This design comes from an exercise in tuning for small area, a short achievable clock period and few clock cycles per item on the open sky130 flow, not from production work. Function not checked in this run: the RTL went through the layout flow alone. Power figures rest on the tool's default switching activity, not on a simulated workload.

==> flow/flow/run.sh <==
#!/bin/bash
# Standard layout, with repair_timing aiming for more setup slack than the
# clock period needs (the SDC and the clock period are the design's), and
# plain buffers on the ports.
set -euo pipefail
bash standard.sh SETUP_SLACK_MARGIN=11.8 "BUFFER_PORTS_ARGS=-buffer_cell sky130_fd_sc_hd__buf_2" finish > standard_make.log 2>&1
==> flow/standard.sh <==
#!/bin/bash
# synth_recipe.tcl (not shown) runs the flow's synth.tcl, then flattens the netlist and writes it again
# the make line also repeats each setting of config.mk as NAME=value (left out here)
make -C /OpenROAD-flow-scripts/flow DESIGN_CONFIG=/design/flow/config.mk WORK_HOME=/design/flow/orfs CLKGATE_MAP_FILE= SYNTH_SCRIPT=/design/flow/synth_recipe.tcl "${@:-finish}"
==> flow/config.mk <==
export PLATFORM = sky130hd
export DESIGN_NAME = JAM
export DESIGN_NICKNAME = JAM
export VERILOG_FILES = /design/flow/design.v
export SDC_FILE = /design/flow/constraint.sdc
export NUM_CORES = 4
export LEC_CHECK = 0
export ABC_AREA = 1
export CAP_MARGIN = 20
export CORE_MARGIN = 2
export CORE_UTILIZATION = 65
export CTS_CLUSTER_DIAMETER = 60
export CTS_CLUSTER_SIZE = 30
export SLEW_MARGIN = 20
==> flow/constraint.sdc <==
create_clock -name core_clock -period 16.0 [get_ports {CLK}]
set_input_delay 3.2000 -clock core_clock [delete_from_list [all_inputs] [get_ports {CLK}]]
set_output_delay 3.2000 -clock core_clock [all_outputs]
set_load 0.01 [all_outputs]
==> flow/design.v <==
module JAM (
input CLK,
input RST,
output reg [2:0] W,
output reg [2:0] J,
input [6:0] Cost,
output reg [3:0] MatchCount,
output reg [9:0] MinCost,
output reg Valid );
localparam [6:0] FIRST = 7'd10;
localparam [6:0] LAST = 7'd79;
reg [1:0] ph;
reg [6:0] step;
reg tgt;                    
reg [2:0] exF, exG;         
reg [139:0] Fm, Gm;         
reg [9:0] rom;              
always @(*) begin
    case (step)
        7'd0: rom = {1'b0, 3'd1, 3'd1, 3'd4};
        7'd1: rom = {1'b0, 3'd2, 3'd2, 3'd4};
        7'd2: rom = {1'b0, 3'd3, 3'd3, 3'd4};
        7'd3: rom = {1'b0, 3'd4, 3'd4, 3'd4};
        7'd4: rom = {1'b1, 3'd4, 3'd4, 3'd0};
        7'd5: rom = {1'b1, 3'd5, 3'd4, 3'd1};
        7'd6: rom = {1'b1, 3'd6, 3'd4, 3'd2};
        7'd7: rom = {1'b1, 3'd7, 3'd4, 3'd3};
        7'd8: rom = {1'b1, 3'd0, 3'd4, 3'd4};
        7'd9: rom = {1'b1, 3'd1, 3'd0, 3'd0};
        7'd10: rom = {1'b1, 3'd2, 3'd1, 3'd4};
        7'd11: rom = {1'b1, 3'd3, 3'd2, 3'd0};
        7'd12: rom = {1'b0, 3'd5, 3'd3, 3'd4};
        7'd13: rom = {1'b0, 3'd6, 3'd2, 3'd1};
        7'd14: rom = {1'b0, 3'd7, 3'd3, 3'd2};
        7'd15: rom = {1'b1, 3'd0, 3'd2, 3'd3};
        7'd16: rom = {1'b1, 3'd4, 3'd0, 3'd2};
        7'd17: rom = {1'b1, 3'd1, 3'd4, 3'd3};
        7'd18: rom = {1'b0, 3'd3, 3'd1, 3'd2};
        7'd19: rom = {1'b0, 3'd5, 3'd4, 3'd0};
        7'd20: rom = {1'b0, 3'd2, 3'd1, 3'd1};
        7'd21: rom = {1'b1, 3'd6, 3'd4, 3'd4};
        7'd22: rom = {1'b1, 3'd0, 3'd2, 3'd1};
        7'd23: rom = {1'b1, 3'd7, 3'd0, 3'd4};
        7'd24: rom = {1'b0, 3'd4, 3'd3, 3'd1};
        7'd25: rom = {1'b0, 3'd3, 3'd0, 3'd2};
        7'd26: rom = {1'b0, 3'd1, 3'd3, 3'd0};
        7'd27: rom = {1'b1, 3'd2, 3'd0, 3'd3};
        7'd28: rom = {1'b1, 3'd6, 3'd1, 3'd0};
        7'd29: rom = {1'b1, 3'd5, 3'd2, 3'd3};
        7'd30: rom = {1'b0, 3'd7, 3'd4, 3'd0};
        7'd31: rom = {1'b1, 3'd2, 3'd2, 3'd4};
        7'd32: rom = {1'b1, 3'd3, 3'd1, 3'd0};
        7'd33: rom = {1'b1, 3'd1, 3'd0, 3'd4};
        7'd34: rom = {1'b0, 3'd4, 3'd3, 3'd0};
        7'd35: rom = {1'b1, 3'd2, 3'd0, 3'd2};
        7'd36: rom = {1'b0, 3'd5, 3'd1, 3'd0};
        7'd37: rom = {1'b1, 3'd4, 3'd0, 3'd3};
        7'd38: rom = {1'b0, 3'd1, 3'd3, 3'd0};
        7'd39: rom = {1'b1, 3'd6, 3'd0, 3'd4};
        7'd40: rom = {1'b0, 3'd2, 3'd2, 3'd0};
        7'd41: rom = {1'b1, 3'd1, 3'd0, 3'd2};
        7'd42: rom = {1'b0, 3'd4, 3'd3, 3'd0};
        7'd43: rom = {1'b1, 3'd7, 3'd0, 3'd3};
        7'd44: rom = {1'b1, 3'd5, 3'd4, 3'd0};
        7'd45: rom = {1'b1, 3'd2, 3'd1, 3'd3};
        7'd46: rom = {1'b0, 3'd1, 3'd2, 3'd0};
        7'd47: rom = {1'b1, 3'd3, 3'd1, 3'd2};
        7'd48: rom = {1'b0, 3'd2, 3'd0, 3'd0};
        7'd49: rom = {1'b1, 3'd7, 3'd1, 3'd3};
        7'd50: rom = {1'b0, 3'd6, 3'd4, 3'd0};
        7'd51: rom = {1'b1, 3'd2, 3'd1, 3'd4};
        7'd52: rom = {1'b0, 3'd3, 3'd0, 3'd0};
        7'd53: rom = {1'b1, 3'd1, 3'd1, 3'd2};
        7'd54: rom = {1'b0, 3'd2, 3'd2, 3'd0};
        7'd55: rom = {1'b0, 3'd0, 3'd1, 3'd4};
        7'd56: rom = {1'b1, 3'd3, 3'd2, 3'd1};
        7'd57: rom = {1'b0, 3'd5, 3'd0, 3'd4};
        7'd58: rom = {1'b1, 3'd6, 3'd2, 3'd0};
        7'd59: rom = {1'b0, 3'd7, 3'd4, 3'd4};
        7'd60: rom = {1'b1, 3'd5, 3'd2, 3'd3};
        7'd61: rom = {1'b0, 3'd3, 3'd0, 3'd4};
        7'd62: rom = {1'b1, 3'd4, 3'd2, 3'd1};
        7'd63: rom = {1'b0, 3'd1, 3'd3, 3'd4};
        7'd64: rom = {1'b1, 3'd3, 3'd2, 3'd2};
        7'd65: rom = {1'b0, 3'd5, 3'd0, 3'd4};
        7'd66: rom = {1'b1, 3'd7, 3'd2, 3'd3};
        7'd67: rom = {1'b0, 3'd6, 3'd4, 3'd4};
        7'd68: rom = {1'b1, 3'd5, 3'd2, 3'd0};
        7'd69: rom = {1'b0, 3'd3, 3'd0, 3'd4};
        7'd70: rom = {1'b1, 3'd1, 3'd2, 3'd2};
        7'd71: rom = {1'b0, 3'd5, 3'd3, 3'd4};
        7'd72: rom = {1'b1, 3'd6, 3'd2, 3'd0};
        7'd73: rom = {1'b0, 3'd7, 3'd4, 3'd4};
        7'd74: rom = {1'b0, 3'd4, 3'd2, 3'd3};
        7'd75: rom = {1'b0, 3'd1, 3'd4, 3'd1};
        7'd76: rom = {1'b1, 3'd0, 3'd2, 3'd2};
        7'd77: rom = {1'b0, 3'd0, 3'd1, 3'd1};
        default: rom = {1'b0, 3'd0, 3'd0, 3'd4};
    endcase
end
wire [1:0] phn = ph + 2'd1;
wire endstep = (ph == 2'd3);
wire tgtn = endstep ? rom[9] : tgt;
wire [2:0] exFn = endstep ? rom[5:3] : exF;
wire [2:0] exGn = endstep ? rom[2:0] : exG;
function [10:0] sels;
    input [2:0] e;
    input [1:0] p;
    reg a;
    reg [3:0] b;
    reg [2:0] c, d;
    begin
        a = (e == 3'd0);
        case (p)
            2'd0:    b = (e >= 3'd2) ? 4'b0001 : 4'b0010;
            2'd1:    b = (e >= 3'd3) ? 4'b0010 : 4'b0100;
            default: b = (e == 3'd4) ? 4'b0100 : 4'b1000;
        endcase
        if (p == 2'd0) c = (e >= 3'd3) ? 3'b010 : 3'b100;
        else           c = (e >= 3'd2) ? 3'b001 : 3'b010;
        if (p == 2'd2) d = (e >= 3'd3) ? 3'b001 : 3'b010;
        else           d = (e == 3'd4) ? 3'b010 : 3'b100;
        sels = {a, b, c, d};
    end
endfunction
reg [10:0] sF, sG;
always @(posedge CLK or posedge RST) begin
    if (RST) begin
        ph <= 2'd3;
        step <= 7'h7f;
    end else begin
        ph <= phn;
        if (endstep && !Valid) step <= step + 7'd1;
    end
end
always @(posedge CLK) begin
    W <= {tgtn, phn};
    if (endstep) begin
        J <= rom[8:6];
        tgt <= rom[9];
        exF <= rom[5:3];
        exG <= rom[2:0];
    end
    sF <= sels(exFn, phn);
    sG <= sels(exGn, phn);
end
integer s, r;
always @(posedge CLK) begin
    for (s = 0; s < 5; s = s + 1)
        for (r = 0; r < 4; r = r + 1) begin
            if (!tgt && exF == s && ph == r) Fm[(s*4+r)*7 +: 7] <= Cost;
            if ( tgt && exG == s && ph == r) Gm[(s*4+r)*7 +: 7] <= Cost;
        end
end
function [8:0] pmin;        
    input [6:0] a0, b1, b0, a1;
    reg [7:0] u, v;
    begin
        u = a0 + b1;
        v = b0 + a1;
        pmin = {u == v, (u < v) ? u : v};
    end
endfunction
function [27:0] pick4;      
    input [3:0] o;
    input [139:0] m;
    begin
        pick4 = ({28{o[0]}} & m[55:28]) | ({28{o[1]}} & m[83:56]) |
                ({28{o[2]}} & m[111:84]) | ({28{o[3]}} & m[139:112]);
    end
endfunction
function [111:0] cols;
    input [10:0] q;
    input [139:0] m;
    begin
        cols[27:0]   = q[10] ? m[55:28] : m[27:0];
        cols[55:28]  = pick4(q[9:6], m);
        cols[83:56]  = pick4({1'b0, q[5:3]}, m);
        cols[111:84] = pick4({q[2:0], 1'b0}, m);
    end
endfunction
wire [111:0] uF = cols(sF, Fm);
wire [111:0] uG = cols(sG, Gm);
reg [8:0] qF01ab, qF23cd, qF01cd, qF23ab;
reg [8:0] qG01ab, qG23cd, qG01cd, qG23ab;
always @(posedge CLK) begin
    qF01ab <= pmin(uF[6:0],    uF[41:35],  uF[34:28],  uF[13:7]);
    qF23cd <= pmin(uF[76:70],  uF[111:105], uF[104:98], uF[83:77]);
    qF01cd <= pmin(uF[62:56],  uF[97:91],  uF[90:84],  uF[69:63]);
    qF23ab <= pmin(uF[20:14],  uF[55:49],  uF[48:42],  uF[27:21]);
    qG01ab <= pmin(uG[6:0],    uG[41:35],  uG[34:28],  uG[13:7]);
    qG23cd <= pmin(uG[76:70],  uG[111:105], uG[104:98], uG[83:77]);
    qG01cd <= pmin(uG[62:56],  uG[97:91],  uG[90:84],  uG[69:63]);
    qG23ab <= pmin(uG[20:14],  uG[55:49],  uG[48:42],  uG[27:21]);
end
function [12:0] part;
    input [8:0] q01ab, q23cd, q01cd, q23ab;
    reg [8:0] v1, v2;
    reg [3:0] c1, c2;
    begin
        v1 = q01ab[7:0] + q23cd[7:0];
        v2 = q01cd[7:0] + q23ab[7:0];
        c1 = (q01ab[8] & q23cd[8]) ? 4'd4 : (q01ab[8] | q23cd[8]) ? 4'd2 : 4'd1;
        c2 = (q01cd[8] & q23ab[8]) ? 4'd4 : (q01cd[8] | q23ab[8]) ? 4'd2 : 4'd1;
        part = (v1 < v2) ? {v1, c1} : (v2 < v1) ? {v2, c2} : {v1, c1 + c2};
    end
endfunction
reg [12:0] pF, pG;          
always @(posedge CLK) begin
    pF <= part(qF01ab, qF23cd, qF01cd, qF23ab);
    pG <= part(qG01ab, qG23cd, qG01cd, qG23ab);
end
function [12:0] accum;
    input [12:0] acc, p;
    begin
        if (p[12:4] < acc[12:4]) accum = p;
        else if (p[12:4] == acc[12:4]) accum = {acc[12:4], acc[3:0] + p[3:0]};
        else accum = acc;
    end
endfunction
reg [12:0] aF, aG;
always @(posedge CLK) begin
    aF <= (ph == 2'd2) ? pF : accum(aF, pF);
    aG <= (ph == 2'd2) ? pG : accum(aG, pG);
end
wire [9:0] tot = aF[12:4] + aG[12:4];
wire [7:0] cprod = aF[3:0] * aG[3:0];
wire merge = (ph == 2'd1) && (step >= FIRST) && (step <= LAST) && !Valid;
always @(posedge CLK) begin
    if (merge) begin
        if (step == FIRST || tot < MinCost) begin
            MinCost <= tot;
            MatchCount <= cprod[3:0];
        end else if (tot == MinCost) begin
            MatchCount <= MatchCount + cprod[3:0];
        end
    end
end
always @(posedge CLK or posedge RST) begin
    if (RST) Valid <= 1'b0;
    else if (merge && step == LAST) Valid <= 1'b1;
end
endmodule
==> impl_metrics.json <==
{
  "status": "no timing/DRC/antenna violations",
  "synthTopCellsByCount": "nand2_1 (960), inv_1 (377), edfxtp_1 (324), ha_1 (306), a21oi_1 (233)",
  "place_area_mm2": 0.0294,
  "fin_setup_tns_ns": 0,
  "place_inst": 3914,
  "synth-edff-count": 324,
  "clock-sinks": 462,
  "hp-class": "flip-flop to flip-flop",
  "final_cell_area_mm2": 0.0310,
  "max_cap_viol_count": 0,
  "hold_viol_final": 0,
  "ys_async_sr_fraction_pct": 2.16,
  "via_per_inst": 5.95,
  "final_cells": 4007,
  "drive_gt1_share_pct": 5.97,
  "max-clock-path-buffers": 3,
  "core_area_mm2": 0.0440,
  "period_minus_slack_ns": 4.41,
  "avgSynthCellArea_um2": 8.54,
  "start_kind": "flip-flop",
  "grt_pass1_vias": 23300,
  "cts_tree": "done",
  "syn_area_mm2": 0.0288,
  "timing.reg2reg.setup_slack_ns": 11.87,
  "die_x_um": 215,
  "startpoint": "W[2]$_DFFE_PP_",
  "initial_core_util_pct": 65.5,
  "h-tree-depth": 2,
  "grtUsageTotal_pct": 34.4,
  "num_io_pins": 30,
  "wl_per_cell_um": 19.7,
  "reg2reg_from": "sF[4]$_DFF_P_",
  "worstPathRequired_ns": 12.80,
  "crit_path_end": "W[2]",
  "max_freq_mhz": 227,
  "path_buf_inv": 1,
  "drc": 0,
  "multi_input_area_mm2": 0.0144,
  "path_cells": "buf_6",
  "cp_slowest_stage_delay_ns": 0.44,
  "fp-row-count": 77,
  "critPathTopFamily": "flip-flops",
  "rsz0062_at_grt": "yes",
  "grt_max_degree": 47,
  "synth_top_cell_area_share_pct": 33.7,
  "yosysUniqueCellTypes": 47,
  "ys_seq_area_share_pct": 43.5,
  "finalWirelength_mm": 78.9,
  "tightest_slew_ns": 1.05,
  "seq_area_mm2": 0.0126,
  "io_buffers": 29,
  "antenna_found_initial": 2,
  "vias": 23800,
  "cp.arrival_ns": 1.21,
  "power_density_mw_per_mm2": 80.2,
  "fillers": 3430,
  "cpMaxStageDelayCell": "edfxtp_1",
  "ant_nets": 0,
  "nets": 3727,
  "area_growth_pct": 7.54,
  "fp.dieH_um": 215,
  "cts_hold_buf": 0,
  "layout_setup_ws_ns": 11.59,
  "path_depth": 1,
  "fin_worst_skew_ns": 0.0469,
  "min_period_over_period_pct": 27.5,
  "synth_area_leaders": "edfxtp_1 (34%), ha_1 (13%), nand2_1 (12%), dfxtp_1 (8.9%), inv_1 (4.9%)",
  "end_kind": "output pin",
  "leakage_uw": 0.0138,
  "fp.dieArea_mm2": 0.0461,
  "clkLatencyLatePin_ns": 0.61,
  "dr.first_iter.drc_count": 2495,
  "clock-root-buffer": "clkbuf_16",
  "synth_fp_nets": 3717,
  "place_congestion": 0.961,
  "yosysMostFrequentCell": "nand2_1",
  "ys_warn_count": 1,
  "worst-setup-path-type": "flip-flop to output pin",
  "dp_slack_ns": 11.53,
  "clk_pin_slew_ns": 0.09,
  "synth_cells": 3376,
  "ys.flop_type": "edfxtp_1",
  "timing.rr.end": "qF23cd[5]$_DFF_P_",
  "peakVddDrop_v": 0.000118,
  "grt_overflow": 0,
  "relSlewSlack_pct": 29.4,
  "synth-seq-cells": 462,
  "grt_pass1_wl_mm": 124,
  "r2r_cells": 20,
  "yosys.area.top_type": "edfxtp_1",
  "finalMaxSlewViolations": 0,
  "firstDrtPassIters": 6,
  "cp_max_fo": 2,
  "setup_violations": 0,
  "place_hpwl_mm": 57.7,
  "cts_made_buffers": 38,
  "diodes": 0
}
logic make-up (layout without fill, tap and decap cells):
kind of cell,count (synthesis),after routing,share of synthesized area [%]
AND/OR/NAND/NOR,1444,1444,20.5
AO/OA/AOI/OAI,505,505,9.80
buffers and inverters,487,526,6.50
flip-flops,462,462,43.5
adder cells (fa/ha/maj),332,332,15.1
XOR/XNOR,125,125,3.80
multiplexers,21,21,0.820
flip-flops by register name (all words and copies together), names as in the netlist, 10 cells and up:
signal and count:
aG 13, Fm 140, sF 11, pG 13
MinCost 10, aF 13, sG 11, Gm 140
pF 13
cells in the final DEF, fill, tap and decap left out, types with 4 or more instances in the layout:
cell	netlist	routed
o21ai_0	174	165
xnor2_1	36	36
o221ai_1	5	5
a211oi_1	11	11
nand3_1	203	203
o2111ai_1	30	30
nand4_1	43	43
o21ai_1	3	11
o211ai_1	18	18
a21oi_1	233	233
buf_2	14	25
clkbuf_16	0	39
nand3b_1	4	4
nor2_1	186	185
ha_1	306	306
clkinv_8	0	5
buf_6	2	7
edfxtp_1	324	324
dfstp_2	9	9
o31ai_1	4	4
inv_1	377	374
nand2_2	11	11
a22o_1	12	12
nand2_1	960	960
xor2_1	89	89
nor3_1	23	23
fa_1	26	26
dfxtp_1	128	124
inv_8	0	4
buf_4	4	40
inv_6	0	7
inv_2	8	8
mux2_2	21	21
stage by stage:
step	hold slack (ns)	utilization [%]	total power, uW
floorplan	0.494	-	1470
global placement	0.507	66.9	1510
detailed placement	0.510	66.9	1520
CTS	0.547	70.2	2500
global route	0.568	70.4	2570
finish	0.546	70.4	2490
final cells by class:
type,instances,share of cell area (%)
Multi-Input combinational cell,2427,46.5
Tap cell,592,2.39
Timing Repair Buffer,72,1.63
Sequential cell,462,40.5
Clock inverter,29,1.14
Clock buffer,40,3.16
Inverter,385,4.70
worst min-delay path by stage:
stage	start	endpoint	cells after the start
6_report	pF[3]$_SDFF_PN0_	aF[3]$_DFFE_PP_	1
5_1_grt	pF[9]$_DFF_P_	aF[9]$_DFFE_PP_	2
2_1_floorplan	ph[0]$_DFF_PP1_	W[0]$_DFF_P_	1
3_5_place_dp	Valid$_DFFE_PP0P_	Valid$_DFFE_PP0P_	2
3_3_place_gp	Valid$_DFFE_PP0P_	Valid$_DFFE_PP0P_	2
4_1_cts	pF[3]$_SDFF_PN0_	aF[3]$_DFFE_PP_	1
metal layers:
layer  global-route usage, %  wire length [um]  up-vias
li1                        -                 -    11400
met1                    44.8             31600    11100
met2                    56.7             36600     1173
met3                    7.67              8040      216
met4                    12.1              2680        2
met5                       0                18        -
power by group:
part,internal [uW],switching (uW)
sequential,1300,12.9
clock,491,500
combinational,63.0,118
repair_timing:
action	in CTS	in global routing
buffers inserted	16	8
setup endpoints to repair	47	64
gates cloned	0	0
gates resized for setup	3	23
endpoints found under the hold margin	0	0

port drivers added, routing unchanged:
The results above use ideal ports. As a check the final layout listed here was re-extracted and re-timed, cells and wires unchanged. Step 1 assumes that a clkbuf_16 drives the clock port and a buf_2 every other input. Step 2 times the ports against the registers' clock, not the clock port: input delays grow and output delays shrink by t, the midpoint of the rising clock arrivals with the driver on. a / b / c = ideal ports / drivers / drivers and shift; a / b = the first two.
t (ns): 0.647
setup slack, ns: 11.594 / 11.533 / 11.750
worst hold slack (ns): 0.546 / 0.546 / 0.546
worst setup path at the end: input to register
cell pins on the clock port's net: 1
After both steps this run still meets setup and hold. For this run, drivers alone change the setup slack by -0.061 ns; drivers and shift together by +0.156 ns.
